What follows belongs to an exercise in optimizing a design on an open flow for small area, a short achievable clock period and few clock cycles; a production flow would make more cautious choices.
In this exercise RTL edits were held to simulation tests only and were not proved equivalent to the original.
No activity file was given, so power comes from the tool's default toggle rates.

// akarin_riscv
module akarin_riscv(
   input  logic        clk, rst,
   output logic [31:2] ibus_addr,
   output logic [31:0] ibus_dataD,
   input  logic [31:0] ibus_dataQ,
   output logic        ibus_read, ibus_write,
   input  logic        ibus_ready,
   output logic [3:0]  ibus_byteSel,
   output logic        wb_valid,
   output logic [31:2] wb_pc,
   output logic [4:0]  wb_rd,
   output logic [31:0] wb_data
 );
   logic [31:2] fa;
   logic        outst;
   assign ibus_read    = ibus_ready | ~outst;
   assign ibus_addr    = fa;
   assign ibus_write   = 1'b0;
   assign ibus_dataD   = 32'h0;
   assign ibus_byteSel = 4'b1111;
   always_ff @(posedge clk) begin
      if (!rst) begin
         fa    <= 30'h0;
         outst <= 1'b0;
      end else begin
         outst <= 1'b1;
         if (ibus_read) fa <= fa + 30'h1;
      end
   end
   logic [31:0] q;
   logic        isOp, isImm, okOp, okImm, f7ok;
   assign q     = ibus_dataQ;
   assign isOp  = q[6:0] == 7'b0110011;
   assign isImm = q[6:0] == 7'b0010011;
   assign f7ok  = q[31:25] == 7'h00 || q[31:25] == 7'h20;
   assign okOp  = isOp  && (f7ok || (q[14:12] != 3'b000 && q[14:12] != 3'b101));
   assign okImm = isImm && (f7ok || q[14:12] != 3'b101);
   logic [31:0] rfa, rfb;
   logic        v2, w2, fwa2, fwb2, sub2, sra2;
   logic [4:0]  rd2;
   logic [2:0]  f3_2;
   logic [31:0] a2, b2, res;
   RegFile rfu (
      .clk,
      .ra1_i (q[19:15]),
      .ra2_i (q[24:20]),
      .rd1_o (rfa),
      .rd2_o (rfb),
  ...
make LEC_CHECK=0 CAP_MARGIN=20 CORE_MARGIN=2 CORE_UTILIZATION=40 CTS_BUF_LIST=sky130_fd_sc_hd__clkbuf_8 PLACE_DENSITY=0.6 SETUP_SLACK_MARGIN=4.7 SLEW_MARGIN=20 finish   # period 9.0 ns
run.sh (not shown) runs the stock make flow with config.mk's settings and CLKGATE_MAP_FILE= SYNTH_SCRIPT=/design/flow/synth_recipe.tcl, a recipe that flattens the netlist after the stock synthesis.
The baseline passed the timing, DRC and antenna checks.
Testbench counts at the start, summed over its fixed seeds: cycles 42,055.
Rerun with:
CTS_BUF_LIST = not set   (was sky130_fd_sc_hd__clkbuf_8)
SETUP_SLACK_MARGIN = not set   (was 4.7)
Via count came out lower by 3.8%.
Sequential share of layout area grows by 2.0 points.
Total power fell by 2.3%.
Setup slack degrades by 0.92 ns.
Critical path depth is lower by 1.
Die area does not change.

* * *

middle:
Another version of the RTL of akarin_riscv (not shown whole).
Size: ~6100 cells after synthesis, about 1200 flip-flops, roughly 0.055 mm2 of cells after synthesis.
export LEC_CHECK = 0
export CAP_MARGIN = 20
export CORE_MARGIN = 2
export CORE_UTILIZATION = 40
export PLACE_DENSITY = 0.6
export SETUP_SLACK_MARGIN = 5
export SLEW_MARGIN = 20
create_clock -name core_clock -period 9.0 [get_ports {clk}]
standard.sh (not shown) runs the stock make flow with config.mk's settings and CLKGATE_MAP_FILE= SYNTH_SCRIPT=/design/flow/synth_recipe.tcl, a recipe that flattens the netlist after the stock synthesis.
==> flow/flow/run.sh <==
#!/bin/bash
# Standard ORFS flow (the standard.sh, unchanged synthesis) with some
# tool settings changed:
#  - ports are buffered with buf_1 instead of the default pick (a delay cell)
#  - the resizer may swap cells of different widths
#  - clock tree: clkbuf_8 buffers, sink clusters of 16, no dummy loads
set -euo pipefail
bash standard.sh MATCH_CELL_FOOTPRINT=0 \
  "BUFFER_PORTS_ARGS=-buffer_cell sky130_fd_sc_hd__buf_1" \
  "CTS_ARGS=-sink_clustering_enable -repair_clock_nets -sink_clustering_size 16 -sink_clustering_max_diameter 80 -dont_use_dummy_load -buf_list sky130_fd_sc_hd__clkbuf_8" \
  finish > flow.log 2>&1
Completing all stages was not enough for middle: its layout failed the final checks because of capacitance limit, slew limit.
Testbench counts of middle, summed over its fixed seeds: cycles 42,063.
What north does differently from middle at the input level:
--- a/flow/flow/run.sh
+++ b/flow/flow/run.sh
@@ -6 +6 @@
-#  - clock tree: clkbuf_8 buffers, sink clusters of 16, no dummy loads
+#  - clock tree: larger sink clusters, no dummy loads
@@ -10 +10 @@
-  "CTS_ARGS=-sink_clustering_enable -repair_clock_nets -sink_clustering_size 16 -sink_clustering_max_diameter 80 -dont_use_dummy_load -buf_list sky130_fd_sc_hd__clkbuf_8" \
+  "CTS_ARGS=-sink_clustering_enable -repair_clock_nets -sink_clustering_size 20 -sink_clustering_max_diameter 100 -dont_use_dummy_load" \
Notes after the runs:
Having completed the whole flow, north delivered a layout that passed the timing, DRC and antenna checks.
| ratio of final minimum period to clock period | higher: north |
When north is measured against middle, its non-clock buffer count turns out 5 lower.
Higher overall track demand over capacity in global routing goes to middle over north.
north ended up with a2[3] as its endpoint of the worst setup timing path; middle ended up with b2[1].
In the flow results for middle and north, the relative slew slack is larger on north.
On via count, middle and north are neck and neck.
Sort middle and north by final clock skew, descending, and north comes first.
north vs middle, register-to-register slack went down by 0.11 ns.
Taking middle as the reference, in north core utilization increased 0.46 points, total power draw increased about 6.4%, average via count per standard cell essentially unchanged.
Clock-buffer cell count, north vs middle: down by more than 10%

separate check: timing with driven ports:
How much do the figures lean on ideal ports? The routed layouts below were timed once more, with nothing changed but the port constraints.
Step 1 assumes that a clkbuf_16 drives the clock port and a buf_2 every other input.
Step 2 adds t to the input delays and takes it off the output delays; t is the mean of the earliest and latest rising clock arrival at the registers after step 1. Input paths then give back, and output paths get back, about the clock's delay inside the block.
a / b / c = no drivers / after step 1 / after step 2; a / b = the first two.
run	shift t [ns]	slack for setup (ns)	worst setup path after step 2	latest minus earliest clock arrival (ns)	worst data-port slew with drivers (ns)
the first run of note 1	0.963	3.991 / 3.921 / 3.599	input to register	0.044 / 0.044	0.08
the second run of note 1	0.808	3.069 / 2.994 / 3.239	input to register	0.057 / 0.058	0.11
middle	0.972	5.001 / 5.001 / 5.001	register to register	0.108 / 0.109	0.05
north	0.767	4.893 / 4.893 / 4.893	register to register	0.116 / 0.117	0.04
The setup slack of the first run of note 1, which loses most, moves by -0.070 ns with the drivers and by -0.392 ns with both steps.
